This is an optimization exercise on Yosys and OpenROAD, whose aim is small area, not a production implementation. No run shown here included a check of the RTL's function; only the layout flow was run. The clock port is modelled as an ideal driver; clocking choices that lean on that would not hold on a real chip. Power and IR drop assume default switching activity.

## design/flow/flow/run.sh

```bash
#!/bin/bash
# Standard ORFS layout (the standard.sh, unchanged synthesis), except:
#  - the port buffers inserted before global placement are the smallest buffer
#    cell instead of the resizer's default choice;
#  - clock tree synthesis does not add dummy loads to balance the tree.
# Full make/tool output goes to standard.log; ORFS keeps each step's own log
# under orfs/logs/.
set -euo pipefail
export BUFFER_PORTS_ARGS="-buffer_cell sky130_fd_sc_hd__buf_1"
export CTS_ARGS="-sink_clustering_enable -repair_clock_nets -dont_use_dummy_load -sink_clustering_size 16 -buf_list {sky130_fd_sc_hd__clkbuf_4 sky130_fd_sc_hd__clkbuf_8}"
bash standard.sh > standard.log 2>&1
```

## design/flow/standard.sh

```bash
#!/bin/bash
# synth_recipe.tcl (not shown) runs the flow's synth.tcl, then flattens the netlist and writes it again
# the make line also repeats each setting of config.mk as NAME=value (left out here)
make -C /OpenROAD-flow-scripts/flow DESIGN_CONFIG=/design/flow/config.mk WORK_HOME=/design/flow/orfs CLKGATE_MAP_FILE= SYNTH_SCRIPT=/design/flow/synth_recipe.tcl "${@:-finish}"
```

## design/flow/config.mk

```make
export PLATFORM = sky130hd
export DESIGN_NAME = mul16_top
export DESIGN_NICKNAME = mul16_top
export VERILOG_FILES = /design/flow/design.v
export SDC_FILE = /design/flow/constraint.sdc
export NUM_CORES = 4
export LEC_CHECK = 0
export ABC_AREA = 1
export CAP_MARGIN = 20
export CORE_MARGIN = 2
export CORE_UTILIZATION = 55
export CTS_BUF_LIST = sky130_fd_sc_hd__clkbuf_4 sky130_fd_sc_hd__clkbuf_8
export CTS_CLUSTER_SIZE = 16
export SLEW_MARGIN = 20
export SYNTH_HIERARCHICAL = 1
```

## design/flow/constraint.sdc

```tcl
create_clock -name core_clock -period 6.5 [get_ports {clk}]
set_input_delay 1.3000 -clock core_clock [delete_from_list [all_inputs] [get_ports {clk}]]
set_output_delay 1.3000 -clock core_clock [all_outputs]
set_load 0.01 [all_outputs]
```

## design/flow/design.v

```verilog
module half_adder(input wire a, input wire b, output wire s, output wire co);
    assign s  = a ^ b;
    assign co = a & b;
endmodule
module full_adder(input wire a, input wire b, input wire ci, output wire s, output wire co);
    assign s  = a ^ b ^ ci;
    assign co = (a & b) | (a & ci) | (b & ci);
endmodule
module booth_sel(input wire one, input wire two, input wire neg, input wire a, input wire am1, output wire x);
    assign x = ((one & a) | (two & am1)) ^ neg;
endmodule
module booth_sel1(input wire one, input wire neg, input wire a, output wire x);
    assign x = (one & a) ^ neg;
endmodule
module booth_selm(input wire one, input wire two, input wire neg, input wire a, output wire xn);
    assign xn = ~(((one | two) & a) ^ neg);
endmodule
module multi16x16(
    input   wire            a_signed,
    input   wire            b_signed,
    input   wire    [15:0]  mula,
    input   wire    [15:0]  mulb,
    output  wire    [31:0]  out
);
    wire a_top = a_signed & mula[15];
    wire b_top = b_signed & mulb[15];
    wire one0 = mulb[0];
    wire two0 = mulb[1] & ~mulb[0];
    wire neg0 = mulb[1];
    wire n1;
    assign n1 = (one0 & mula[0]) ^ neg0;
    wire n2;
    assign n2 = ((one0 & mula[1]) | (two0 & mula[0])) ^ neg0;
    wire n3;
    assign n3 = ((one0 & mula[2]) | (two0 & mula[1])) ^ neg0;
    wire n4;
    assign n4 = ((one0 & mula[3]) | (two0 & mula[2])) ^ neg0;
    wire n5;
    assign n5 = ((one0 & mula[4]) | (two0 & mula[3])) ^ neg0;
    wire n6;
    assign n6 = ((one0 & mula[5]) | (two0 & mula[4])) ^ neg0;
    wire n7;
    assign n7 = ((one0 & mula[6]) | (two0 & mula[5])) ^ neg0;
    wire n8;
    assign n8 = ((one0 & mula[7]) | (two0 & mula[6])) ^ neg0;
    wire n9;
    assign n9 = ((one0 & mula[8]) | (two0 & mula[7])) ^ neg0;
    wire n10;
    assign n10 = ((one0 & mula[9]) | (two0 & mula[8])) ^ neg0;
    wire n11;
    assign n11 = ((one0 & mula[10]) | (two0 & mula[9])) ^ neg0;
    wire n12;
    assign n12 = ((one0 & mula[11]) | (two0 & mula[10])) ^ neg0;
    wire n13;
    assign n13 = ((one0 & mula[12]) | (two0 & mula[11])) ^ neg0;
    wire n14;
    assign n14 = ((one0 & mula[13]) | (two0 & mula[12])) ^ neg0;
    wire n15;
    assign n15 = ((one0 & mula[14]) | (two0 & mula[13])) ^ neg0;
    wire n16;
    assign n16 = ((one0 & mula[15]) | (two0 & mula[14])) ^ neg0;
    wire n17;
    assign n17 = ((one0 & a_top) | (two0 & mula[15])) ^ neg0;
    wire n18;
    assign n18 = ~(((one0 | two0) & a_top) ^ neg0);
    wire one1 = mulb[2] ^ mulb[1];
    wire two1 = (mulb[3] & ~mulb[2] & ~mulb[1]) | (~mulb[3] & mulb[2] & mulb[1]);
    wire neg1 = mulb[3];
    wire n19;
    assign n19 = (one1 & mula[0]) ^ neg1;
    wire n20;
    assign n20 = ((one1 & mula[1]) | (two1 & mula[0])) ^ neg1;
    wire n21;
    assign n21 = ((one1 & mula[2]) | (two1 & mula[1])) ^ neg1;
    wire n22;
    assign n22 = ((one1 & mula[3]) | (two1 & mula[2])) ^ neg1;
    wire n23;
    assign n23 = ((one1 & mula[4]) | (two1 & mula[3])) ^ neg1;
    wire n24;
    assign n24 = ((one1 & mula[5]) | (two1 & mula[4])) ^ neg1;
    wire n25;
    assign n25 = ((one1 & mula[6]) | (two1 & mula[5])) ^ neg1;
    wire n26;
    assign n26 = ((one1 & mula[7]) | (two1 & mula[6])) ^ neg1;
    wire n27;
    assign n27 = ((one1 & mula[8]) | (two1 & mula[7])) ^ neg1;
    wire n28;
    assign n28 = ((one1 & mula[9]) | (two1 & mula[8])) ^ neg1;
    wire n29;
    assign n29 = ((one1 & mula[10]) | (two1 & mula[9])) ^ neg1;
    wire n30;
    assign n30 = ((one1 & mula[11]) | (two1 & mula[10])) ^ neg1;
    wire n31;
    assign n31 = ((one1 & mula[12]) | (two1 & mula[11])) ^ neg1;
    wire n32;
    assign n32 = ((one1 & mula[13]) | (two1 & mula[12])) ^ neg1;
    wire n33;
    assign n33 = ((one1 & mula[14]) | (two1 & mula[13])) ^ neg1;
    wire n34;
    assign n34 = ((one1 & mula[15]) | (two1 & mula[14])) ^ neg1;
    wire n35;
    assign n35 = ((one1 & a_top) | (two1 & mula[15])) ^ neg1;
    wire n36;
    assign n36 = ~(((one1 | two1) & a_top) ^ neg1);
    wire one2 = mulb[4] ^ mulb[3];
    wire two2 = (mulb[5] & ~mulb[4] & ~mulb[3]) | (~mulb[5] & mulb[4] & mulb[3]);
    wire neg2 = mulb[5];
    wire n37;
    assign n37 = (one2 & mula[0]) ^ neg2;
    wire n38;
    assign n38 = ((one2 & mula[1]) | (two2 & mula[0])) ^ neg2;
    wire n39;
    assign n39 = ((one2 & mula[2]) | (two2 & mula[1])) ^ neg2;
    wire n40;
    assign n40 = ((one2 & mula[3]) | (two2 & mula[2])) ^ neg2;
    wire n41;
    assign n41 = ((one2 & mula[4]) | (two2 & mula[3])) ^ neg2;
    wire n42;
    assign n42 = ((one2 & mula[5]) | (two2 & mula[4])) ^ neg2;
    wire n43;
    assign n43 = ((one2 & mula[6]) | (two2 & mula[5])) ^ neg2;
    wire n44;
    assign n44 = ((one2 & mula[7]) | (two2 & mula[6])) ^ neg2;
    wire n45;
    assign n45 = ((one2 & mula[8]) | (two2 & mula[7])) ^ neg2;
    wire n46;
    assign n46 = ((one2 & mula[9]) | (two2 & mula[8])) ^ neg2;
    wire n47;
    assign n47 = ((one2 & mula[10]) | (two2 & mula[9])) ^ neg2;
    wire n48;
    assign n48 = ((one2 & mula[11]) | (two2 & mula[10])) ^ neg2;
    wire n49;
    assign n49 = ((one2 & mula[12]) | (two2 & mula[11])) ^ neg2;
    wire n50;
    assign n50 = ((one2 & mula[13]) | (two2 & mula[12])) ^ neg2;
    wire n51;
    assign n51 = ((one2 & mula[14]) | (two2 & mula[13])) ^ neg2;
    wire n52;
    assign n52 = ((one2 & mula[15]) | (two2 & mula[14])) ^ neg2;
    wire n53;
    assign n53 = ((one2 & a_top) | (two2 & mula[15])) ^ neg2;
    wire n54;
    assign n54 = ~(((one2 | two2) & a_top) ^ neg2);
    wire one3 = mulb[6] ^ mulb[5];
    wire two3 = (mulb[7] & ~mulb[6] & ~mulb[5]) | (~mulb[7] & mulb[6] & mulb[5]);
    wire neg3 = mulb[7];
    wire n55;
    assign n55 = (one3 & mula[0]) ^ neg3;
    wire n56;
    assign n56 = ((one3 & mula[1]) | (two3 & mula[0])) ^ neg3;
    wire n57;
    assign n57 = ((one3 & mula[2]) | (two3 & mula[1])) ^ neg3;
    wire n58;
    assign n58 = ((one3 & mula[3]) | (two3 & mula[2])) ^ neg3;
    wire n59;
    assign n59 = ((one3 & mula[4]) | (two3 & mula[3])) ^ neg3;
    wire n60;
    assign n60 = ((one3 & mula[5]) | (two3 & mula[4])) ^ neg3;
    wire n61;
    assign n61 = ((one3 & mula[6]) | (two3 & mula[5])) ^ neg3;
    wire n62;
    assign n62 = ((one3 & mula[7]) | (two3 & mula[6])) ^ neg3;
    wire n63;
    assign n63 = ((one3 & mula[8]) | (two3 & mula[7])) ^ neg3;
    wire n64;
    assign n64 = ((one3 & mula[9]) | (two3 & mula[8])) ^ neg3;
    wire n65;
    assign n65 = ((one3 & mula[10]) | (two3 & mula[9])) ^ neg3;
    wire n66;
    assign n66 = ((one3 & mula[11]) | (two3 & mula[10])) ^ neg3;
    wire n67;
    assign n67 = ((one3 & mula[12]) | (two3 & mula[11])) ^ neg3;
    wire n68;
    assign n68 = ((one3 & mula[13]) | (two3 & mula[12])) ^ neg3;
    wire n69;
    assign n69 = ((one3 & mula[14]) | (two3 & mula[13])) ^ neg3;
    wire n70;
    assign n70 = ((one3 & mula[15]) | (two3 & mula[14])) ^ neg3;
    wire n71;
    assign n71 = ((one3 & a_top) | (two3 & mula[15])) ^ neg3;
    wire n72;
    assign n72 = ~(((one3 | two3) & a_top) ^ neg3);
    wire one4 = mulb[8] ^ mulb[7];
    wire two4 = (mulb[9] & ~mulb[8] & ~mulb[7]) | (~mulb[9] & mulb[8] & mulb[7]);
    wire neg4 = mulb[9];
    wire n73;
    assign n73 = (one4 & mula[0]) ^ neg4;
    wire n74;
    assign n74 = ((one4 & mula[1]) | (two4 & mula[0])) ^ neg4;
    wire n75;
    assign n75 = ((one4 & mula[2]) | (two4 & mula[1])) ^ neg4;
    wire n76;
    assign n76 = ((one4 & mula[3]) | (two4 & mula[2])) ^ neg4;
    wire n77;
    assign n77 = ((one4 & mula[4]) | (two4 & mula[3])) ^ neg4;
    wire n78;
    assign n78 = ((one4 & mula[5]) | (two4 & mula[4])) ^ neg4;
    wire n79;
    assign n79 = ((one4 & mula[6]) | (two4 & mula[5])) ^ neg4;
    wire n80;
    assign n80 = ((one4 & mula[7]) | (two4 & mula[6])) ^ neg4;
    wire n81;
    assign n81 = ((one4 & mula[8]) | (two4 & mula[7])) ^ neg4;
    wire n82;
    assign n82 = ((one4 & mula[9]) | (two4 & mula[8])) ^ neg4;
    wire n83;
    assign n83 = ((one4 & mula[10]) | (two4 & mula[9])) ^ neg4;
    wire n84;
    assign n84 = ((one4 & mula[11]) | (two4 & mula[10])) ^ neg4;
    wire n85;
    assign n85 = ((one4 & mula[12]) | (two4 & mula[11])) ^ neg4;
    wire n86;
    assign n86 = ((one4 & mula[13]) | (two4 & mula[12])) ^ neg4;
    wire n87;
    assign n87 = ((one4 & mula[14]) | (two4 & mula[13])) ^ neg4;
    wire n88;
    assign n88 = ((one4 & mula[15]) | (two4 & mula[14])) ^ neg4;
    wire n89;
    assign n89 = ((one4 & a_top) | (two4 & mula[15])) ^ neg4;
    wire n90;
    assign n90 = ~(((one4 | two4) & a_top) ^ neg4);
    wire one5 = mulb[10] ^ mulb[9];
    wire two5 = (mulb[11] & ~mulb[10] & ~mulb[9]) | (~mulb[11] & mulb[10] & mulb[9]);
    wire neg5 = mulb[11];
    wire n91;
    assign n91 = (one5 & mula[0]) ^ neg5;
    wire n92;
    assign n92 = ((one5 & mula[1]) | (two5 & mula[0])) ^ neg5;
    wire n93;
    assign n93 = ((one5 & mula[2]) | (two5 & mula[1])) ^ neg5;
    wire n94;
    assign n94 = ((one5 & mula[3]) | (two5 & mula[2])) ^ neg5;
    wire n95;
    assign n95 = ((one5 & mula[4]) | (two5 & mula[3])) ^ neg5;
    wire n96;
    assign n96 = ((one5 & mula[5]) | (two5 & mula[4])) ^ neg5;
    wire n97;
    assign n97 = ((one5 & mula[6]) | (two5 & mula[5])) ^ neg5;
    wire n98;
    assign n98 = ((one5 & mula[7]) | (two5 & mula[6])) ^ neg5;
    wire n99;
    assign n99 = ((one5 & mula[8]) | (two5 & mula[7])) ^ neg5;
    wire n100;
    assign n100 = ((one5 & mula[9]) | (two5 & mula[8])) ^ neg5;
    wire n101;
    assign n101 = ((one5 & mula[10]) | (two5 & mula[9])) ^ neg5;
    wire n102;
    assign n102 = ((one5 & mula[11]) | (two5 & mula[10])) ^ neg5;
    wire n103;
    assign n103 = ((one5 & mula[12]) | (two5 & mula[11])) ^ neg5;
    wire n104;
    assign n104 = ((one5 & mula[13]) | (two5 & mula[12])) ^ neg5;
    wire n105;
    assign n105 = ((one5 & mula[14]) | (two5 & mula[13])) ^ neg5;
    wire n106;
    assign n106 = ((one5 & mula[15]) | (two5 & mula[14])) ^ neg5;
    wire n107;
    assign n107 = ((one5 & a_top) | (two5 & mula[15])) ^ neg5;
    wire n108;
    assign n108 = ~(((one5 | two5) & a_top) ^ neg5);
    wire one6 = mulb[12] ^ mulb[11];
    wire two6 = (mulb[13] & ~mulb[12] & ~mulb[11]) | (~mulb[13] & mulb[12] & mulb[11]);
    wire neg6 = mulb[13];
    wire n109;
    assign n109 = (one6 & mula[0]) ^ neg6;
    wire n110;
    assign n110 = ((one6 & mula[1]) | (two6 & mula[0])) ^ neg6;
    wire n111;
    assign n111 = ((one6 & mula[2]) | (two6 & mula[1])) ^ neg6;
    wire n112;
    assign n112 = ((one6 & mula[3]) | (two6 & mula[2])) ^ neg6;
    wire n113;
    assign n113 = ((one6 & mula[4]) | (two6 & mula[3])) ^ neg6;
    wire n114;
    assign n114 = ((one6 & mula[5]) | (two6 & mula[4])) ^ neg6;
    wire n115;
    assign n115 = ((one6 & mula[6]) | (two6 & mula[5])) ^ neg6;
    wire n116;
    assign n116 = ((one6 & mula[7]) | (two6 & mula[6])) ^ neg6;
    wire n117;
    assign n117 = ((one6 & mula[8]) | (two6 & mula[7])) ^ neg6;
    wire n118;
    assign n118 = ((one6 & mula[9]) | (two6 & mula[8])) ^ neg6;
    wire n119;
    assign n119 = ((one6 & mula[10]) | (two6 & mula[9])) ^ neg6;
    wire n120;
    assign n120 = ((one6 & mula[11]) | (two6 & mula[10])) ^ neg6;
    wire n121;
    assign n121 = ((one6 & mula[12]) | (two6 & mula[11])) ^ neg6;
    wire n122;
    assign n122 = ((one6 & mula[13]) | (two6 & mula[12])) ^ neg6;
    wire n123;
    assign n123 = ((one6 & mula[14]) | (two6 & mula[13])) ^ neg6;
    wire n124;
    assign n124 = ((one6 & mula[15]) | (two6 & mula[14])) ^ neg6;
    wire n125;
    assign n125 = ((one6 & a_top) | (two6 & mula[15])) ^ neg6;
    wire n126;
    assign n126 = ~(((one6 | two6) & a_top) ^ neg6);
    wire one7 = mulb[14] ^ mulb[13];
    wire two7 = (mulb[15] & ~mulb[14] & ~mulb[13]) | (~mulb[15] & mulb[14] & mulb[13]);
    wire neg7 = mulb[15];
    wire n127;
    assign n127 = (one7 & mula[0]) ^ neg7;
    wire n128;
    assign n128 = ((one7 & mula[1]) | (two7 & mula[0])) ^ neg7;
    wire n129;
    assign n129 = ((one7 & mula[2]) | (two7 & mula[1])) ^ neg7;
    wire n130;
    assign n130 = ((one7 & mula[3]) | (two7 & mula[2])) ^ neg7;
    wire n131;
    assign n131 = ((one7 & mula[4]) | (two7 & mula[3])) ^ neg7;
    wire n132;
    assign n132 = ((one7 & mula[5]) | (two7 & mula[4])) ^ neg7;
    wire n133;
    assign n133 = ((one7 & mula[6]) | (two7 & mula[5])) ^ neg7;
    wire n134;
    assign n134 = ((one7 & mula[7]) | (two7 & mula[6])) ^ neg7;
    wire n135;
    assign n135 = ((one7 & mula[8]) | (two7 & mula[7])) ^ neg7;
    wire n136;
    assign n136 = ((one7 & mula[9]) | (two7 & mula[8])) ^ neg7;
    wire n137;
    assign n137 = ((one7 & mula[10]) | (two7 & mula[9])) ^ neg7;
    wire n138;
    assign n138 = ((one7 & mula[11]) | (two7 & mula[10])) ^ neg7;
    wire n139;
    assign n139 = ((one7 & mula[12]) | (two7 & mula[11])) ^ neg7;
    wire n140;
    assign n140 = ((one7 & mula[13]) | (two7 & mula[12])) ^ neg7;
    wire n141;
    assign n141 = ((one7 & mula[14]) | (two7 & mula[13])) ^ neg7;
    wire n142;
    assign n142 = ((one7 & mula[15]) | (two7 & mula[14])) ^ neg7;
    wire n143;
    assign n143 = ((one7 & a_top) | (two7 & mula[15])) ^ neg7;
    wire n144;
    assign n144 = ~(((one7 | two7) & a_top) ^ neg7);
    wire one8 = mulb[15] & ~b_top;
    wire n145;
    assign n145 = one8 & mula[0];
    wire n146;
    assign n146 = one8 & mula[1];
    wire n147;
    assign n147 = one8 & mula[2];
    wire n148;
    assign n148 = one8 & mula[3];
    wire n149;
    assign n149 = one8 & mula[4];
    wire n150;
    assign n150 = one8 & mula[5];
    wire n151;
    assign n151 = one8 & mula[6];
    wire n152;
    assign n152 = one8 & mula[7];
    wire n153;
    assign n153 = one8 & mula[8];
    wire n154;
    assign n154 = one8 & mula[9];
    wire n155;
    assign n155 = one8 & mula[10];
    wire n156;
    assign n156 = one8 & mula[11];
    wire n157;
    assign n157 = one8 & mula[12];
    wire n158;
    assign n158 = one8 & mula[13];
    wire n159;
    assign n159 = one8 & mula[14];
    wire n160;
    assign n160 = one8 & mula[15];
    wire n161, n162;
    half_adder ha1 (.a(neg0), .b(n1), .s(n161), .co(n162));
    wire n163, n164;
    half_adder ha2 (.a(n2), .b(n162), .s(n163), .co(n164));
    wire n165, n166;
    full_adder fa1 (.a(neg1), .b(n3), .ci(n19), .s(n165), .co(n166));
    wire n167, n168;
    half_adder ha3 (.a(n164), .b(n165), .s(n167), .co(n168));
    wire n169, n170;
    full_adder fa2 (.a(n4), .b(n20), .ci(n166), .s(n169), .co(n170));
    wire n171, n172;
    half_adder ha4 (.a(n168), .b(n169), .s(n171), .co(n172));
    wire n173, n174;
    full_adder fa3 (.a(neg2), .b(n5), .ci(n21), .s(n173), .co(n174));
    wire n175, n176;
    full_adder fa4 (.a(n37), .b(n173), .ci(n170), .s(n175), .co(n176));
    wire n177, n178;
    half_adder ha5 (.a(n172), .b(n175), .s(n177), .co(n178));
    wire n179, n180;
    full_adder fa5 (.a(n6), .b(n22), .ci(n38), .s(n179), .co(n180));
    wire n181, n182;
    full_adder fa6 (.a(n174), .b(n179), .ci(n176), .s(n181), .co(n182));
    wire n183, n184;
    half_adder ha6 (.a(n178), .b(n181), .s(n183), .co(n184));
    wire n185, n186;
    full_adder fa7 (.a(neg3), .b(n7), .ci(n23), .s(n185), .co(n186));
    wire n187, n188;
    full_adder fa8 (.a(n39), .b(n55), .ci(n180), .s(n187), .co(n188));
    wire n189, n190;
    full_adder fa9 (.a(n185), .b(n187), .ci(n182), .s(n189), .co(n190));
    wire n191, n192;
    half_adder ha7 (.a(n184), .b(n189), .s(n191), .co(n192));
    wire n193, n194;
    full_adder fa10 (.a(n8), .b(n24), .ci(n40), .s(n193), .co(n194));
    wire n195, n196;
    full_adder fa11 (.a(n56), .b(n186), .ci(n193), .s(n195), .co(n196));
    wire n197, n198;
    full_adder fa12 (.a(n188), .b(n195), .ci(n190), .s(n197), .co(n198));
    wire n199, n200;
    half_adder ha8 (.a(n192), .b(n197), .s(n199), .co(n200));
    wire n201, n202;
    full_adder fa13 (.a(neg4), .b(n9), .ci(n25), .s(n201), .co(n202));
    wire n203, n204;
    full_adder fa14 (.a(n41), .b(n57), .ci(n73), .s(n203), .co(n204));
    wire n205, n206;
    full_adder fa15 (.a(n194), .b(n201), .ci(n203), .s(n205), .co(n206));
    wire n207, n208;
    full_adder fa16 (.a(n196), .b(n205), .ci(n198), .s(n207), .co(n208));
    wire n209, n210;
    full_adder fa17 (.a(n10), .b(n26), .ci(n42), .s(n209), .co(n210));
    wire n211, n212;
    full_adder fa18 (.a(n58), .b(n74), .ci(n202), .s(n211), .co(n212));
    wire n213, n214;
    full_adder fa19 (.a(n204), .b(n209), .ci(n211), .s(n213), .co(n214));
    wire n215, n216;
    half_adder ha9 (.a(n206), .b(n213), .s(n215), .co(n216));
    wire n217, n218;
    full_adder fa20 (.a(neg5), .b(n11), .ci(n27), .s(n217), .co(n218));
    wire n219, n220;
    full_adder fa21 (.a(n43), .b(n59), .ci(n75), .s(n219), .co(n220));
    wire n221, n222;
    full_adder fa22 (.a(n91), .b(n210), .ci(n217), .s(n221), .co(n222));
    wire n223, n224;
    full_adder fa23 (.a(n219), .b(n212), .ci(n221), .s(n223), .co(n224));
    wire n225, n226;
    full_adder fa24 (.a(n214), .b(n223), .ci(n216), .s(n225), .co(n226));
    wire n227, n228;
    full_adder fa25 (.a(n12), .b(n28), .ci(n44), .s(n227), .co(n228));
    wire n229, n230;
    full_adder fa26 (.a(n60), .b(n76), .ci(n92), .s(n229), .co(n230));
    wire n231, n232;
    full_adder fa27 (.a(n218), .b(n220), .ci(n227), .s(n231), .co(n232));
    wire n233, n234;
    full_adder fa28 (.a(n229), .b(n222), .ci(n231), .s(n233), .co(n234));
    wire n235, n236;
    full_adder fa29 (.a(n224), .b(n233), .ci(n226), .s(n235), .co(n236));
    wire n237, n238;
    full_adder fa30 (.a(neg6), .b(n13), .ci(n29), .s(n237), .co(n238));
    wire n239, n240;
    full_adder fa31 (.a(n45), .b(n61), .ci(n77), .s(n239), .co(n240));
    wire n241, n242;
    full_adder fa32 (.a(n93), .b(n109), .ci(n228), .s(n241), .co(n242));
    wire n243, n244;
    full_adder fa33 (.a(n230), .b(n237), .ci(n239), .s(n243), .co(n244));
    wire n245, n246;
    full_adder fa34 (.a(n241), .b(n232), .ci(n243), .s(n245), .co(n246));
    wire n247, n248;
    full_adder fa35 (.a(n234), .b(n245), .ci(n236), .s(n247), .co(n248));
    wire n249, n250;
    full_adder fa36 (.a(n14), .b(n30), .ci(n46), .s(n249), .co(n250));
    wire n251, n252;
    full_adder fa37 (.a(n62), .b(n78), .ci(n94), .s(n251), .co(n252));
    wire n253, n254;
    full_adder fa38 (.a(n110), .b(n238), .ci(n240), .s(n253), .co(n254));
    wire n255, n256;
    full_adder fa39 (.a(n249), .b(n251), .ci(n242), .s(n255), .co(n256));
    wire n257, n258;
    full_adder fa40 (.a(n244), .b(n253), .ci(n255), .s(n257), .co(n258));
    wire n259, n260;
    half_adder ha10 (.a(n246), .b(n257), .s(n259), .co(n260));
    wire n261, n262;
    full_adder fa41 (.a(neg7), .b(n15), .ci(n31), .s(n261), .co(n262));
    wire n263, n264;
    full_adder fa42 (.a(n47), .b(n63), .ci(n79), .s(n263), .co(n264));
    wire n265, n266;
    full_adder fa43 (.a(n95), .b(n111), .ci(n127), .s(n265), .co(n266));
    wire n267, n268;
    full_adder fa44 (.a(n250), .b(n252), .ci(n261), .s(n267), .co(n268));
    wire n269, n270;
    full_adder fa45 (.a(n263), .b(n265), .ci(n254), .s(n269), .co(n270));
    wire n271, n272;
    full_adder fa46 (.a(n267), .b(n256), .ci(n269), .s(n271), .co(n272));
    wire n273, n274;
    full_adder fa47 (.a(n258), .b(n271), .ci(n260), .s(n273), .co(n274));
    wire n275, n276;
    full_adder fa48 (.a(n16), .b(n32), .ci(n48), .s(n275), .co(n276));
    wire n277, n278;
    full_adder fa49 (.a(n64), .b(n80), .ci(n96), .s(n277), .co(n278));
    wire n279, n280;
    full_adder fa50 (.a(n112), .b(n128), .ci(n262), .s(n279), .co(n280));
    wire n281, n282;
    full_adder fa51 (.a(n264), .b(n266), .ci(n275), .s(n281), .co(n282));
    wire n283, n284;
    full_adder fa52 (.a(n277), .b(n279), .ci(n268), .s(n283), .co(n284));
    wire n285, n286;
    full_adder fa53 (.a(n281), .b(n270), .ci(n283), .s(n285), .co(n286));
    wire n287, n288;
    full_adder fa54 (.a(n272), .b(n285), .ci(n274), .s(n287), .co(n288));
    wire n289, n290;
    full_adder fa55 (.a(n17), .b(n33), .ci(n49), .s(n289), .co(n290));
    wire n291, n292;
    full_adder fa56 (.a(n65), .b(n81), .ci(n97), .s(n291), .co(n292));
    wire n293, n294;
    full_adder fa57 (.a(n113), .b(n129), .ci(n145), .s(n293), .co(n294));
    wire n295, n296;
    full_adder fa58 (.a(n276), .b(n278), .ci(n289), .s(n295), .co(n296));
    wire n297, n298;
    full_adder fa59 (.a(n291), .b(n293), .ci(n280), .s(n297), .co(n298));
    wire n299, n300;
    full_adder fa60 (.a(n282), .b(n295), .ci(n297), .s(n299), .co(n300));
    wire n301, n302;
    full_adder fa61 (.a(n284), .b(n299), .ci(n286), .s(n301), .co(n302));
    wire n303 = ~n18;
    wire n304, n305;
    full_adder fa62 (.a(n34), .b(n50), .ci(n66), .s(n304), .co(n305));
    wire n306, n307;
    full_adder fa63 (.a(n82), .b(n98), .ci(n114), .s(n306), .co(n307));
    wire n308, n309;
    full_adder fa64 (.a(n130), .b(n146), .ci(n303), .s(n308), .co(n309));
    wire n310, n311;
    full_adder fa65 (.a(n290), .b(n292), .ci(n294), .s(n310), .co(n311));
    wire n312, n313;
    full_adder fa66 (.a(n304), .b(n306), .ci(n308), .s(n312), .co(n313));
    wire n314, n315;
    full_adder fa67 (.a(n296), .b(n310), .ci(n312), .s(n314), .co(n315));
    wire n316, n317;
    full_adder fa68 (.a(n298), .b(n314), .ci(n300), .s(n316), .co(n317));
    wire n318 = ~n35;
    wire n319, n320;
    full_adder fa69 (.a(n51), .b(n67), .ci(n83), .s(n319), .co(n320));
    wire n321, n322;
    full_adder fa70 (.a(n99), .b(n115), .ci(n131), .s(n321), .co(n322));
    wire n323, n324;
    full_adder fa71 (.a(n147), .b(n18), .ci(n318), .s(n323), .co(n324));
    wire n325, n326;
    full_adder fa72 (.a(n305), .b(n307), .ci(n309), .s(n325), .co(n326));
    wire n327, n328;
    full_adder fa73 (.a(n319), .b(n321), .ci(n323), .s(n327), .co(n328));
    wire n329, n330;
    full_adder fa74 (.a(n311), .b(n313), .ci(n325), .s(n329), .co(n330));
    wire n331, n332;
    full_adder fa75 (.a(n327), .b(n315), .ci(n329), .s(n331), .co(n332));
    wire n333, n334;
    full_adder fa76 (.a(n36), .b(n52), .ci(n68), .s(n333), .co(n334));
    wire n335, n336;
    full_adder fa77 (.a(n84), .b(n100), .ci(n116), .s(n335), .co(n336));
    wire n337, n338;
    full_adder fa78 (.a(n132), .b(n148), .ci(n35), .s(n337), .co(n338));
    wire n339, n340;
    full_adder fa79 (.a(n320), .b(n322), .ci(n324), .s(n339), .co(n340));
    wire n341, n342;
    full_adder fa80 (.a(n333), .b(n335), .ci(n337), .s(n341), .co(n342));
    wire n343, n344;
    full_adder fa81 (.a(n326), .b(n328), .ci(n339), .s(n343), .co(n344));
    wire n345, n346;
    full_adder fa82 (.a(n341), .b(n330), .ci(n343), .s(n345), .co(n346));
    wire n347 = ~n53;
    wire n348, n349;
    full_adder fa83 (.a(n69), .b(n85), .ci(n101), .s(n348), .co(n349));
    wire n350, n351;
    full_adder fa84 (.a(n117), .b(n133), .ci(n149), .s(n350), .co(n351));
    wire n352, n353;
    full_adder fa85 (.a(n347), .b(n334), .ci(n336), .s(n352), .co(n353));
    wire n354, n355;
    full_adder fa86 (.a(n338), .b(n348), .ci(n350), .s(n354), .co(n355));
    wire n356, n357;
    full_adder fa87 (.a(n340), .b(n342), .ci(n352), .s(n356), .co(n357));
    wire n358, n359;
    full_adder fa88 (.a(n354), .b(n344), .ci(n356), .s(n358), .co(n359));
    wire n360, n361;
    full_adder fa89 (.a(n54), .b(n70), .ci(n86), .s(n360), .co(n361));
    wire n362, n363;
    full_adder fa90 (.a(n102), .b(n118), .ci(n134), .s(n362), .co(n363));
    wire n364, n365;
    full_adder fa91 (.a(n150), .b(n53), .ci(n349), .s(n364), .co(n365));
    wire n366, n367;
    full_adder fa92 (.a(n351), .b(n360), .ci(n362), .s(n366), .co(n367));
    wire n368, n369;
    full_adder fa93 (.a(n353), .b(n364), .ci(n355), .s(n368), .co(n369));
    wire n370, n371;
    full_adder fa94 (.a(n366), .b(n357), .ci(n368), .s(n370), .co(n371));
    wire n372 = ~n71;
    wire n373, n374;
    full_adder fa95 (.a(n87), .b(n103), .ci(n119), .s(n373), .co(n374));
    wire n375, n376;
    full_adder fa96 (.a(n135), .b(n151), .ci(n372), .s(n375), .co(n376));
    wire n377, n378;
    full_adder fa97 (.a(n361), .b(n363), .ci(n373), .s(n377), .co(n378));
    wire n379, n380;
    full_adder fa98 (.a(n375), .b(n365), .ci(n367), .s(n379), .co(n380));
    wire n381, n382;
    full_adder fa99 (.a(n377), .b(n369), .ci(n379), .s(n381), .co(n382));
    wire n383, n384;
    full_adder fa100 (.a(n72), .b(n88), .ci(n104), .s(n383), .co(n384));
    wire n385, n386;
    full_adder fa101 (.a(n120), .b(n136), .ci(n152), .s(n385), .co(n386));
    wire n387, n388;
    full_adder fa102 (.a(n71), .b(n374), .ci(n376), .s(n387), .co(n388));
    wire n389, n390;
    full_adder fa103 (.a(n383), .b(n385), .ci(n378), .s(n389), .co(n390));
    wire n391, n392;
    full_adder fa104 (.a(n387), .b(n380), .ci(n389), .s(n391), .co(n392));
    wire n393 = ~n89;
    wire n394, n395;
    full_adder fa105 (.a(n105), .b(n121), .ci(n137), .s(n394), .co(n395));
    wire n396, n397;
    full_adder fa106 (.a(n153), .b(n393), .ci(n384), .s(n396), .co(n397));
    wire n398, n399;
    full_adder fa107 (.a(n386), .b(n394), .ci(n388), .s(n398), .co(n399));
    wire n400, n401;
    full_adder fa108 (.a(n396), .b(n398), .ci(n390), .s(n400), .co(n401));
    wire n402, n403;
    full_adder fa109 (.a(n90), .b(n106), .ci(n122), .s(n402), .co(n403));
    wire n404, n405;
    full_adder fa110 (.a(n138), .b(n154), .ci(n89), .s(n404), .co(n405));
    wire n406, n407;
    full_adder fa111 (.a(n395), .b(n402), .ci(n404), .s(n406), .co(n407));
    wire n408, n409;
    full_adder fa112 (.a(n397), .b(n406), .ci(n399), .s(n408), .co(n409));
    wire n410 = ~n107;
    wire n411, n412;
    full_adder fa113 (.a(n123), .b(n139), .ci(n155), .s(n411), .co(n412));
    wire n413, n414;
    full_adder fa114 (.a(n410), .b(n403), .ci(n405), .s(n413), .co(n414));
    wire n415, n416;
    full_adder fa115 (.a(n411), .b(n407), .ci(n413), .s(n415), .co(n416));
    wire n417, n418;
    full_adder fa116 (.a(n108), .b(n124), .ci(n140), .s(n417), .co(n418));
    wire n419, n420;
    full_adder fa117 (.a(n156), .b(n107), .ci(n412), .s(n419), .co(n420));
    wire n421, n422;
    full_adder fa118 (.a(n417), .b(n414), .ci(n419), .s(n421), .co(n422));
    wire n423 = ~n125;
    wire n424, n425;
    full_adder fa119 (.a(n141), .b(n157), .ci(n423), .s(n424), .co(n425));
    wire n426, n427;
    full_adder fa120 (.a(n418), .b(n424), .ci(n420), .s(n426), .co(n427));
    wire n428, n429;
    full_adder fa121 (.a(n126), .b(n142), .ci(n158), .s(n428), .co(n429));
    wire n430, n431;
    full_adder fa122 (.a(n125), .b(n425), .ci(n428), .s(n430), .co(n431));
    wire n432 = ~n143;
    wire n433, n434;
    full_adder fa123 (.a(n159), .b(n432), .ci(n429), .s(n433), .co(n434));
    wire n435, n436;
    full_adder fa124 (.a(n144), .b(n160), .ci(n143), .s(n435), .co(n436));
    wire n437, n438;
    half_adder ha11 (.a(n200), .b(n207), .s(n437), .co(n438));
    wire n439, n440;
    half_adder ha12 (.a(n208), .b(n215), .s(n439), .co(n440));
    wire n441, n442;
    half_adder ha13 (.a(n248), .b(n259), .s(n441), .co(n442));
    wire n443, n444;
    half_adder ha14 (.a(n288), .b(n301), .s(n443), .co(n444));
    wire n445, n446;
    half_adder ha15 (.a(n302), .b(n316), .s(n445), .co(n446));
    wire n447, n448;
    half_adder ha16 (.a(n317), .b(n331), .s(n447), .co(n448));
    wire n449, n450;
    half_adder ha17 (.a(n332), .b(n345), .s(n449), .co(n450));
    wire n451, n452;
    half_adder ha18 (.a(n346), .b(n358), .s(n451), .co(n452));
    wire n453, n454;
    half_adder ha19 (.a(n359), .b(n370), .s(n453), .co(n454));
    wire n455, n456;
    half_adder ha20 (.a(n371), .b(n381), .s(n455), .co(n456));
    wire n457, n458;
    half_adder ha21 (.a(n382), .b(n391), .s(n457), .co(n458));
    wire n459, n460;
    half_adder ha22 (.a(n392), .b(n400), .s(n459), .co(n460));
    wire n461, n462;
    half_adder ha23 (.a(n401), .b(n408), .s(n461), .co(n462));
    wire n463, n464;
    half_adder ha24 (.a(n409), .b(n415), .s(n463), .co(n464));
    wire n465, n466;
    half_adder ha25 (.a(n416), .b(n421), .s(n465), .co(n466));
    wire n467, n468;
    half_adder ha26 (.a(n422), .b(n426), .s(n467), .co(n468));
    wire n469, n470;
    half_adder ha27 (.a(n427), .b(n430), .s(n469), .co(n470));
    wire n471, n472;
    half_adder ha28 (.a(n431), .b(n433), .s(n471), .co(n472));
    wire n473, n474;
    half_adder ha29 (.a(n434), .b(n435), .s(n473), .co(n474));
    wire n475 = n440 | (n439 & n438);
    wire n476 = n439 & n437;
    wire n477 = n235 & n225;
    wire n478 = n441 & n247;
    wire n479 = n287 & n273;
    wire n480 = n446 | (n445 & n444);
    wire n481 = n445 & n443;
    wire n482 = n450 | (n449 & n448);
    wire n483 = n449 & n447;
    wire n484 = n454 | (n453 & n452);
    wire n485 = n453 & n451;
    wire n486 = n458 | (n457 & n456);
    wire n487 = n457 & n455;
    wire n488 = n462 | (n461 & n460);
    wire n489 = n461 & n459;
    wire n490 = n466 | (n465 & n464);
    wire n491 = n465 & n463;
    wire n492 = n470 | (n469 & n468);
    wire n493 = n469 & n467;
    wire n494 = n474 | (n473 & n472);
    wire n495 = n473 & n471;
    wire n496 = n477 & n475;
    wire n497 = n477 & n476;
    wire n498 = n479 & n442;
    wire n499 = n479 & n478;
    wire n500 = n482 | (n483 & n480);
    wire n501 = n483 & n481;
    wire n502 = n486 | (n487 & n484);
    wire n503 = n487 & n485;
    wire n504 = n490 | (n491 & n488);
    wire n505 = n491 & n489;
    wire n506 = n494 | (n495 & n492);
    wire n507 = n495 & n493;
    wire n508 = n498 | (n499 & n496);
    wire n509 = n499 & n497;
    wire n510 = n502 | (n503 & n500);
    wire n511 = n503 & n501;
    wire n512 = n506 | (n507 & n504);
    wire n513 = n507 & n505;
    wire n514 = n510 | (n511 & n508);
    wire n515 = n511 & n509;
    wire n516 = n512 | (n513 & n514);
    wire n517 = n513 & n515;
    wire n518 = n500 | (n501 & n508);
    wire n519 = n501 & n509;
    wire n520 = n504 | (n505 & n514);
    wire n521 = n505 & n515;
    wire n522 = n442 | (n478 & n496);
    wire n523 = n478 & n497;
    wire n524 = n480 | (n481 & n508);
    wire n525 = n481 & n509;
    wire n526 = n484 | (n485 & n518);
    wire n527 = n485 & n519;
    wire n528 = n488 | (n489 & n514);
    wire n529 = n489 & n515;
    wire n530 = n492 | (n493 & n520);
    wire n531 = n493 & n521;
    wire n532 = n225 & n475;
    wire n533 = n225 & n476;
    wire n534 = n247 & n496;
    wire n535 = n247 & n497;
    wire n536 = n273 & n522;
    wire n537 = n273 & n523;
    wire n538 = n444 | (n443 & n508);
    wire n539 = n443 & n509;
    wire n540 = n448 | (n447 & n524);
    wire n541 = n447 & n525;
    wire n542 = n452 | (n451 & n518);
    wire n543 = n451 & n519;
    wire n544 = n456 | (n455 & n526);
    wire n545 = n455 & n527;
    wire n546 = n460 | (n459 & n514);
    wire n547 = n459 & n515;
    wire n548 = n464 | (n463 & n528);
    wire n549 = n463 & n529;
    wire n550 = n468 | (n467 & n520);
    wire n551 = n467 & n521;
    wire n552 = n472 | (n471 & n530);
    wire n553 = n471 & n531;
    wire n554 = n439 ^ n438;
    wire n555 = n225 ^ n475;
    wire n556 = n235 ^ n532;
    wire n557 = n247 ^ n496;
    wire n558 = n441 ^ n534;
    wire n559 = n273 ^ n522;
    wire n560 = n287 ^ n536;
    wire n561 = n443 ^ n508;
    wire n562 = n445 ^ n538;
    wire n563 = n447 ^ n524;
    wire n564 = n449 ^ n540;
    wire n565 = n451 ^ n518;
    wire n566 = n453 ^ n542;
    wire n567 = n455 ^ n526;
    wire n568 = n457 ^ n544;
    wire n569 = n459 ^ n514;
    wire n570 = n461 ^ n546;
    wire n571 = n463 ^ n528;
    wire n572 = n465 ^ n548;
    wire n573 = n467 ^ n520;
    wire n574 = n469 ^ n550;
    wire n575 = n471 ^ n530;
    wire n576 = n473 ^ n552;
    assign out[0] = n161;  
    assign out[1] = n163;  
    assign out[2] = n167;  
    assign out[3] = n171;  
    assign out[4] = n177;  
    assign out[5] = n183;  
    assign out[6] = n191;  
    assign out[7] = n199;  
    assign out[8] = n437;  
    assign out[9] = n554;  
    assign out[10] = n555;  
    assign out[11] = n556;  
    assign out[12] = n557;  
    assign out[13] = n558;  
    assign out[14] = n559;  
    assign out[15] = n560;  
    assign out[16] = n561;  
    assign out[17] = n562;  
    assign out[18] = n563;  
    assign out[19] = n564;  
    assign out[20] = n565;  
    assign out[21] = n566;  
    assign out[22] = n567;  
    assign out[23] = n568;  
    assign out[24] = n569;  
    assign out[25] = n570;  
    assign out[26] = n571;  
    assign out[27] = n572;  
    assign out[28] = n573;  
    assign out[29] = n574;  
    assign out[30] = n575;  
    assign out[31] = n576;  
endmodule
module mul16_top(
    input   wire            clk,
    input   wire            a_signed,
    input   wire            b_signed,
    input   wire    [15:0]  mula,
    input   wire    [15:0]  mulb,
    output  reg     [31:0]  p
);
reg             a_signed_q, b_signed_q;
reg     [15:0]  mula_q, mulb_q;
wire    [31:0]  prod;
always @(posedge clk) begin
    a_signed_q <= a_signed;
    b_signed_q <= b_signed;
    mula_q     <= mula;
    mulb_q     <= mulb;
    p          <= prod;
end
multi16x16 mult(
    .a_signed(a_signed_q),
    .b_signed(b_signed_q),
    .mula(mula_q),
    .mulb(mulb_q),
    .out(prod)
);
endmodule
```

==> impl_metrics.toml, run 1 <==
[sta]
slew_headroom = 0.445
fin_crit_ps = 6080
worst_slew_pin_slew_ps = 823
fin_skew_ps = 34.5
rsz0062_at_grt = "no"
fin_crit_sh = 0.935
fmax_ghz = 0.164
finalHoldViolCount = 0
slew_viol_final = 0
finalSetupViolCount = 0
finalSetupTns_ps = 0

[place]
hpwlAfterDp_mm = 14.3
port_buffers = 66
dpl.cell_count = 974
place_congestion = 0.913

[clock_tree]
clock_path_buffers = 2
root_buffer = "clkbuf_8"
numCtsBuffers = 9
htree_levels = 3
cts_hold_buf = 0
clock-sinks = 66
postCtsSetupRepairBufs = 0
clock_latency_ps = 370
clk_pin_slew_ps = 90
cts_tree = "done"
ctsResizeCount = 0

[routing]
ant_nets = 0
routedWlPerCell_um = 18.8
dr_total_vias = 5664
dr.pass1.iters = 5
drcViolationCount = 0
postRouteWirelength_mm = 18.5
drt-initial-drc-count = 436
post_drt_via_cell_ratio = 5.76

[die]
core_mm2 = 0.0144
rows = 44
io_pins = 67
die_h_um = 125
die_area_mm2 = 0.0156
initial_core_util = 0.557
dieWidth_um = 125

[synth]
synth_ff_type = "dfxtp_1"
seq_area_frac_synth = 0.164
synth-seq-cells = 66
netlist_area_mm2 = 0.00804
synth_edf_count = 0
synthesis.nets = 970
ys_async_sr_fraction = 0
syn_area_per_cell_um2 = 10.4
synth_top_area_frac = 0.309
post_synth_main_area_contributors = "fa_1, dfxtp_1, xor2_1"
synth_cell_type_count = 33
yosys_warnings = 7
synthTopCellsByCount = "xor2_1, fa_1, o22ai_1"
yosysMostFrequentCell = "xor2_1"
syn_inst = 770
yosysTopAreaCell = "fa_1"

[finish]
final_core_util = 0.577
antennaDiodeCount = 0
nets = 1001
drive_above_1_share = 0.128
instances_no_fill = 983
area_delta_synth_final_pct = 3.58

[pwr]
total_power_mw = 4.83
p_leak_nw = 3.50
p_per_area_mw_per_mm2 = 580
vdd_ir_drop_max_uv = 323

[run_status]
outcome = "no timing/DRC/antenna violations"

[setup_path]
r2r_setup_slack_ps = 420
cp_data_arrival_time_ps = 6350
crit_fanout = 16
cp_data_required_time_ps = 6770
crit_path_start_kind = "flop"
end_kind = "flop"
reg2reg_from = "mulb_q[3]"
crit_type = "reg2reg"
cp-startpoint = "mulb_q[3]"

[grt]
grt_usage = 0.246
use_met2 = 0.379
grt_overflow = 0
grt_pass1_wl_mm = 30.4
grt_util_met1 = 0.356
grt_pass1_vias = 5720
grt_max_degree = 24
antenna_found_initial = 0
gr-max-usage-layer = "met2"
grt_use_met3 = 0.0447

[run]
cap_viol_max_count = 0

[min_path]
hp-start = "mulb_q[1]"
worstHoldPathType = "reg2reg"
logic make-up (layout without fill, tap and decap cells):
kind of cell	after synthesis	in the layout	synth area share
buf+inv	133	162	0.0993
fa+ha+maj	165	165	0.373
simple gates	99	99	0.0521
xor+xnor	145	145	0.158
compound gates	162	162	0.153
flops	66	66	0.164
critical path, stage by stage, from the launching register on:
cell	delay (ps)
dfxtp_1	600
inv_4	90
o21ai_4	470
o22ai_2	120
xor2_1	190
fa_1	470
fa_1	450
fa_1	460
fa_1	410
fa_1	420
fa_1	400
ha_1	310
ha_1	170
nor2_1	130
nor2_1	90
nand2_1	70
nand2_1	130
nand2_1	110
nand3_1	180
nand2_1	120
nand2_1	80
nand2_1	60
nand2_1	50
ha_1	170
nor2_1	130
xnor2_1	130
routing by layer:
metal,share of wire,up-vias
met2,0.46,224
met1,0.46,2810
met3,0.069,22
met5,0,-
met4,0.012,0
li1,-,2608
through the flow:
step / setup WS, ps / instance area, um2 / hold WS, ps
after global routing: 68.6 / 8330 / 672
final: 420 / 8330 / 625
after detailed placement: 500 / 8200 / 648
after global placement: 632 / 8200 / 635
after CTS: 431 / 8330 / 641
after floorplan: 966 / 8040 / 592
registers in the layout, summed over array words and instances, names as in the netlist:
| signal | count |
|---|---|
| b_signed_q | 1 |
| mula_q | 16 |
| p | 32 |
| mulb_q | 16 |
| a_signed_q | 1 |
path summary, 6_finish.rpt:
kind           end  cells past startpoint
min           p[0]                      1
min reg2reg   p[0]                      1
max          p[31]                     25
max reg2reg  p[31]                     25
modules after synthesis, one instance, submodules excluded:
module      flops+latches  cells  copies in the design  cell area (um2)
full_adder              0      1                   124             20.0
multi16x16              0    551                     1             3870
mul16_top              66     66                     1             1320
half_adder              0      1                    29             12.5
final cells by class:
| class | count | area (um2) |
|---|---|---|
| clock buffer | 9 | 124 |
| fill | 1275 | 6100 |
| inverter | 49 | 199 |
| multi-input combinational | 571 | 5920 |
| sequential | 66 | 1320 |
| tap | 184 | 230 |
| timing repair buffer | 104 | 533 |
power breakdown:
part	internal, mW	switching [mW]	total, mW
Clock	0.123	0.144	0.267
Combinational	1.77	2.14	3.91
Sequential	0.619	0.0316	0.651
Total	2.52	2.32	4.83
cell usage in the layout, fill, tap and decap left out, drive strengths merged:
master	Yosys	routed
a211oi	7	7
a21o	1	1
a21oi	12	12
a22oi	1	1
a31o	2	2
a31oi	1	1
buf	77	104
clkbuf	7	9
clkinv	17	17
dfxtp	66	66
fa	124	124
ha	41	41
inv	32	32
nand2	45	45
nand3	5	5
nand4	2	2
nor2	45	45
nor3	1	1
o21ai	9	9
o21bai	2	2
o22ai	127	127
or2	1	1
xnor2	7	7
xor2	138	138
==> inputs of run 2 (changes only) <==
--- a/design/flow/design.v
+++ b/design/flow/design.v
@@ -18,10 +18,11 @@
 module multi16x16(
     input   wire            a_signed,
     input   wire            b_signed,
-    input   wire    [15:0]  mula,
+    input   wire    [15:0]  mula_n,
     input   wire    [15:0]  mulb,
     output  wire    [31:0]  out
 );
+    wire [15:0] mula = ~mula_n;
     wire a_top = a_signed & mula[15];
     wire b_top = b_signed & mulb[15];
     wire one0 = mulb[0];
@@ -827,19 +828,19 @@
     output  reg     [31:0]  p
 );
 reg             a_signed_q, b_signed_q;
-reg     [15:0]  mula_q, mulb_q;
+reg     [15:0]  mula_nq, mulb_q;
 wire    [31:0]  prod;
 always @(posedge clk) begin
     a_signed_q <= a_signed;
     b_signed_q <= b_signed;
-    mula_q     <= mula;
+    mula_nq    <= ~mula;
     mulb_q     <= mulb;
     p          <= prod;
 end
 multi16x16 mult(
     .a_signed(a_signed_q),
     .b_signed(b_signed_q),
-    .mula(mula_q),
+    .mula_n(mula_nq),
     .mulb(mulb_q),
     .out(prod)
 );
==> design/flow/flow/run.sh (replaced) <==
#!/bin/bash
# The standard layout (standard.sh, synthesis unchanged) with these changes:
#  - before floorplan, combinational cells that synthesis upsized are swapped
#    back to their smallest drive strength (flow/downsize.tcl); the standard
#    repair steps add drive back where slew, capacitance or timing need it;
#  - the port buffers inserted before global placement are buf_1 instead of
#    the resizer's default choice;
#  - clock tree synthesis uses clkbuf_4 buffers and adds no dummy loads; after
#    it, a clock buffer driving 10 or more pins becomes a clkbuf_8
#    (flow/cts_fix.tcl) to keep clock-pin slews low.
# The full output of the make run goes to standard.log here; ORFS keeps each
# step's own log under orfs/logs/.
set -euo pipefail
here=$(pwd)
export BUFFER_PORTS_ARGS="-buffer_cell sky130_fd_sc_hd__buf_1"
export CTS_ARGS="-sink_clustering_enable -repair_clock_nets -dont_use_dummy_load -sink_clustering_size 12 -root_buf sky130_fd_sc_hd__clkbuf_4 -buf_list {sky130_fd_sc_hd__clkbuf_4}"
export PRE_FLOORPLAN_TCL="$here/flow/downsize.tcl"
export POST_CTS_TCL="$here/flow/cts_fix.tcl"
export CTS_FIX_MIN_SINKS=10
bash standard.sh > standard.log 2>&1
==> design/flow/flow/cts_fix.tcl (new file) <==
# POST_CTS hook: a clkbuf_4 clock buffer that drives many flip-flops is
# swapped for a clkbuf_8 so that every clock pin's slew stays well inside the
# limit; the placement is then legalized again.
set db [ord::get_db]
set block [[$db getChip] getBlock]
set big [$db findMaster sky130_fd_sc_hd__clkbuf_8]
set n 0
foreach inst [$block getInsts] {
  if {[[$inst getMaster] getName] != "sky130_fd_sc_hd__clkbuf_4"} { continue }
  set out [$inst findITerm X]
  set net [$out getNet]
  if {$net == "NULL"} { continue }
  set sinks [expr {[llength [$net getITerms]] - 1}]
  if {$sinks >= $::env(CTS_FIX_MIN_SINKS)} {
    puts "clock buffer [$inst getName] drives $sinks pins: clkbuf_8"
    $inst swapMaster $big
    incr n
  }
}
puts "upsized $n clock buffers"
if {$n > 0} {
  detailed_placement
  check_placement -verbose
  estimate_parasitics -placement
}
==> design/flow/flow/downsize.tcl (new file) <==
# PRE_FLOORPLAN hook: swap every combinational cell that synthesis upsized
# (drive strength 2 or more) back to its smallest variant of the same
# function; buffers, clock cells, flip-flops and adder cells are left alone.
# The standard flow's later repair steps add drive back where slew,
# capacitance or timing need it.
set db [ord::get_db]
set block [[$db getChip] getBlock]
set n 0
foreach inst [$block getInsts] {
  set m [[$inst getMaster] getName]
  if {![regexp {^sky130_fd_sc_hd__([a-z0-9]+)_([0-9]+)$} $m -> base drive]} { continue }
  if {$drive < 2} { continue }
  if {[regexp {^(buf|clkbuf|clkinv|dfxtp|fa|ha|conb|dly|clkdly)} $base]} { continue }
  foreach d {1 0} {
    set new [$db findMaster sky130_fd_sc_hd__${base}_$d]
    if {$new != "NULL"} {
      puts "downsize [$inst getName] $m -> sky130_fd_sc_hd__${base}_$d"
      $inst swapMaster $new
      incr n
      break
    }
  }
}
puts "downsized $n instances"
==> run 2 against run 1 <==
Still clean. Clock skew up 10 ps. Critical path depth is 2 higher. Sequential power is essentially flat. Hold slack improved by 15 ps. Die area shrank 2.6%. Setup slack better by 49 ps. Total power down 2.0%. Synthesized cell count up 2.2%. Via count hardly changed. Final area fell by 3.4%.
==> impl_metrics.toml, run 2 <==
[pwr]
combPwrFrac = 0.812
vdd_ir_drop_max_uv = 270
p_leak_nw = 3.50
sw_frac_of_total = 0.483
p_per_area_mw_per_mm2 = 589
p_switching_mw = 2.29
p_int_mw = 2.45
seqPwrFrac = 0.138
pwr-share-clk = 0.050
total_power_mw = 4.74

[synth]
yosys_warnings = 7
syn_inst = 787
synthesis.nets = 987

[clock_tree]
clk_pin_slew_ps = 90
cts_tree = "done"
clock_latency_ps = 470
clock-sinks = 66

[routing]
drt-met1-wl_mm = 8.11
post_drt_via_cell_ratio = 5.77
dr.pass1.iters = 5
routedWlPerCell_um = 18.6
met2WireLength_mm = 8.34
highest_layer = "met4"
ant_nets = 0
postRouteWirelength_mm = 18.3
wl_met3_mm = 1.40
dr_total_vias = 5668
drt-initial-drc-count = 505
drcViolationCount = 0

[setup_path]
crit_type = "reg2reg"
crit_path_start_kind = "flop"
critPathTopFamily = "adder cells"
end_kind = "flop"
cp_common_cell = "nand2_1"
critPathSlowestCell = "fa_1"
crit_fanout = 10
cp_data_required_time_ps = 6890
cpPeakStageDelay_ps = 450
crit_buf_inv = 1
cp_data_arrival_time_ps = 6420

[run]
cap_viol_max_count = 0

[die]
dieWidth_um = 123
initial_core_util = 0.564
core_mm2 = 0.0139
die_area_mm2 = 0.0152
die_h_um = 123
rows = 43
io_pins = 67

[run_status]
outcome = "no timing/DRC/antenna violations"

[finish]
antennaDiodeCount = 0
largest_reg_flops = 32
final_common_cell = "xor2_1"
top_regs = "p: 32 flops, mula_nq: 16 flops, mulb_q: 16 flops"
drive_above_1_share = 0.0623
instances_no_fill = 983
mostFrequentLayoutCells = "xor2_1, o22ai_1, fa_1"
regMostFlops = "p"
nets = 1005

[grt]
antenna_found_initial = 0
grt_max_degree = 20
grt_overflow = 0
grt_pass1_vias = 5794
grt_pass1_wl_mm = 29.8
grt_usage = 0.258

[sta]
finalSetupViolCount = 0
finalSetupTns_ps = 0
fin_skew_ps = 44.5
slew_viol_final = 0
slew_headroom = 0.486
finalHoldViolCount = 0
fmax_ghz = 0.166
setup_ws_ps = 469
fin_crit_sh = 0.928
worst_slew_pin_slew_ps = 762
rsz0062_at_grt = "no"
fin_crit_ps = 6030

[place]
hpwlAfterDp_mm = 14.1
place_congestion = 0.952
port_buffers = 66
dpl.cell_count = 974
pre_cts_slack_ps = 451

[min_path]
worstHoldPathType = "reg2reg"
## run 2: through the flow
step	cell area (um2)	util	hold slack, ps
global placement	7950	0.573	583
global route	8040	0.579	651
finish	8040	0.579	640
floorplan	7830	-	592
detailed placement	7950	0.573	609
## run 2: power groups by stage
stage	logic, mW	clock network (mW)	registers [mW]
finish	3.84	0.239	0.654
global route	4.49	0.260	0.664
detailed placement	3.88	0	0.664
global placement	3.76	0	0.663
floorplan	4.33	0	0.718
## run 2: layer usage
metal	track usage	vias to the layer above
li1	-	2608
met1	0.350	2768
met2	0.403	254
met3	0.0577	38
met4	0.0987	0
met5	0	-
## run 2: final timing paths
check,startpoint,cells after the start,endpoint,slack (ps)
min reg2reg,mulb_q[1],1,p[0],640
max,mulb_q[1],27,p[31],470
min,mulb_q[1],1,p[0],640
max reg2reg,mulb_q[1],27,p[31],470
## run 2: area by class of cell
class	instances	area (um2)
inverters	50	188
flip-flops and latches	66	1320
fillers	1268	5840
repair buffers	107	556
well taps	180	225
clock buffers	9	92.6
multi-input cells	571	5660
==> inputs of run 3 (changes only) <==
--- a/design/flow/flow/run.sh
+++ b/design/flow/flow/run.sh
@@ -3,6 +3,8 @@
 #  - before floorplan, combinational cells that synthesis upsized are swapped
 #    back to their smallest drive strength (flow/downsize.tcl); the standard
 #    repair steps add drive back where slew, capacitance or timing need it;
+#  - global placement is not timing-driven (no rebuffering there); the
+#    synthesis buffers are still removed before it (flow/unbuffer.tcl);
 #  - the port buffers inserted before global placement are buf_1 instead of
 #    the resizer's default choice;
 #  - clock tree synthesis uses clkbuf_4 buffers and adds no dummy loads; after
@@ -16,5 +18,6 @@
 export CTS_ARGS="-sink_clustering_enable -repair_clock_nets -dont_use_dummy_load -sink_clustering_size 12 -root_buf sky130_fd_sc_hd__clkbuf_4 -buf_list {sky130_fd_sc_hd__clkbuf_4}"
 export PRE_FLOORPLAN_TCL="$here/flow/downsize.tcl"
 export POST_CTS_TCL="$here/flow/cts_fix.tcl"
+export PRE_GLOBAL_PLACE_TCL="$here/flow/unbuffer.tcl"
 export CTS_FIX_MIN_SINKS=10
 bash standard.sh > standard.log 2>&1
==> design/flow/flow/unbuffer.tcl (new file) <==
# PRE_GLOBAL_PLACE hook: remove the buffers synthesis inserted, as the
# standard flow does when global placement is timing-driven; the standard
# repair_design step after placement adds back the buffers that slew,
# capacitance or fanout limits need.
remove_buffers
--- a/design/flow/config.mk
+++ b/design/flow/config.mk
@@ -11,5 +11,6 @@
 export CORE_UTILIZATION = 55
 export CTS_BUF_LIST = sky130_fd_sc_hd__clkbuf_4 sky130_fd_sc_hd__clkbuf_8
 export CTS_CLUSTER_SIZE = 16
+export GPL_TIMING_DRIVEN = 0
 export SLEW_MARGIN = 20
 export SYNTH_HIERARCHICAL = 1
==> run 3 against run 2 <==
Die area unchanged. Final area down 1.4%. Sequential cell count unchanged. Register-to-register slack worse by 90 ps. Setup slack worse by 89 ps. Combinational power about the same. Fmax down 1.5%. Via count down 1.2%. Clock-buffer cell count unchanged. Global-route usage down 0.45 points. Critical path depth down 5. Critical path type unchanged. Largest cell class unchanged.
==> impl_metrics.toml, run 3 <==
[sta]
slew_viol_final = 0
rsz0062_at_grt = "no"
whs_ps = 901
slew_headroom = 0.476
fin_crit_sh = 0.942
fin_skew_ps = 31.1
finalHoldViolCount = 0
finalSetupViolCount = 0
fin_crit_ps = 6120
worst_slew_pin_slew_ps = 786
fmax_ghz = 0.163

[routing]
ant_nets = 0
postRouteWirelength_mm = 17.8
wl_met3_mm = 1.32
routedWlPerCell_um = 18.7
drt-met1-wl_mm = 7.95
drt-initial-drc-count = 534
drcViolationCount = 0
post_drt_via_cell_ratio = 5.89
highest_layer = "met4"
dr_total_vias = 5602
met2WireLength_mm = 8.24
dr.pass1.iters = 5

[die]
die_h_um = 123
core_mm2 = 0.0139
die_area_mm2 = 0.0152
io_pins = 67
initial_core_util = 0.564
dieWidth_um = 123
rows = 43

[setup_path]
critPathSlowestCell = "dfxtp_2"
cp_data_required_time_ps = 6870
cp_data_arrival_time_ps = 6490
cpPeakStageDelay_ps = 790
end_kind = "flop"
cp_common_cell = "fa_1"
crit_type = "reg2reg"
crit_fanout = 22
crit_chain = "inv_1, o21ai_4, o22ai_1, xor2_1, fa_1, fa_1, fa_1, fa_1, fa_1, fa_1, ha_1, nand4_1, nor2_1, nand2_1, nand3_1, nand2_1, nand2_1, nand2_1, nand2_1, ha_1, nor2_1, xnor2_1"
crit_path_start_kind = "flop"

[finish]
top_regs = "p: 32 flops, mula_nq: 16 flops, mulb_q: 16 flops"
final_core_util = 0.571
nets = 972
mostFrequentLayoutCells = "xor2_1, o22ai_1, fa_1"
final_common_cell = "xor2_1"
regMostFlops = "p"
largest_reg_flops = 32
drive_above_1_share = 0.0481
instances_no_fill = 951

[min_path]
worstHoldPathType = "reg2reg"

[place]
place_congestion = 0.852
dpl.cell_count = 933
port_buffers = 66
hpwlAfterDp_mm = 12.7

[clock_tree]
cts_tree = "done"
clock-sinks = 66
clk_pin_slew_ps = 80
clock_latency_ps = 450

[run_status]
outcome = "no timing/DRC/antenna violations"

[pwr]
vdd_ir_drop_max_uv = 400
p_per_area_mw_per_mm2 = 601
p_leak_nw = 3.37
total_power_mw = 4.76

[synth]
synthesis.nets = 987
syn_inst = 787
yosys_warnings = 7

[grt]
grt_pass1_wl_mm = 29.5
grt_pass1_vias = 5738
grt_overflow = 0
grt_usage = 0.253
grt_max_degree = 24
antenna_found_initial = 1

[run]
cap_viol_max_count = 0
-- run 3: layer usage --
layer  track usage  up-vias
met5             0        -
met4        0.0824        0
met3        0.0457       22
met2         0.394      237
met1         0.360     2793
li1              -     2550
-- run 3: final cells by class --
| class | count | area [um2] |
|---|---|---|
| Inverter | 50 | 191 |
| Tap cell | 180 | 225 |
| Fill cell | 1265 | 5960 |
| Multi-Input combinational cell | 571 | 5750 |
| Antenna cell | 1 | 2.50 |
| Clock buffer | 9 | 92.6 |
| Timing Repair Buffer | 74 | 324 |
| Sequential cell | 66 | 1340 |
-- run 3: worst max-delay path, delay by kind of cell, from the launching register on --
family | cells | cell delay [ps]
xor+xnor | 2 | 330
buf+inv | 1 | 240
compound gates | 2 | 630
fa+ha+maj | 8 | 3140
simple gates | 9 | 920
flops | 1 | 790
-- run 3: path summary, 6_finish.rpt --
path | startpoint | end | slack (ps) | depth (start not counted)
max | mulb_q[9] | p[31] | 380 | 22
min | mulb_q[1] | p[0] | 900 | 2
max reg2reg | mulb_q[9] | p[31] | 380 | 22
min reg2reg | mulb_q[1] | p[0] | 900 | 2
-- run 3: per-stage QoR --
| step | TNS (ps) | area (um2) | worst slack, ps |
|---|---|---|---|
| 6_report | 0 | 7920 | 379 |
| 5_1_grt | 0 | 7920 | 2.61 |
| 3_5_place_dp | -7460 | 7660 | -829 |
| 3_3_place_gp | -6070 | 7640 | -755 |
| 2_1_floorplan | 0 | 7830 | 1010 |
-- run 3: report_power, final --
group | internal, mW | leakage, nW | switching [mW] | total [mW]
registers | 0.618 | 0.558 | 0.0797 | 0.698
clock network | 0.0899 | 0.0518 | 0.148 | 0.238
logic | 1.75 | 2.76 | 2.07 | 3.82
total | 2.46 | 3.37 | 2.30 | 4.76

[re-timing with driven ports]
Ports are ideal in the flow. The routed layouts listed here were re-timed in OpenROAD. Step 1, drivers: a clkbuf_16 drives clk and a buf_2 each remaining input, both assumed. Step 2 moves the port delays by t, midway between the first and last clock arrival at a register: inputs arrive t later, outputs are due t later. That takes back most of the time a late clock gives input paths. Slacks: ideal ports / drivers / drivers and shift; pairs: ideal ports / drivers.
run	t (ns)	setup slack, ns	worst setup path at the end	worst data-port slew with drivers (ns)	pins driven straight from the clock port
run 1	0.391	0.420 / 0.420 / 0.420	register to register	0.04	1
run 2	0.480	0.469 / 0.469 / 0.469	register to register	0.04	1
run 3	0.473	0.379 / 0.379 / 0.379	register to register	0.03	1
After both steps setup and hold are still met in every run listed.
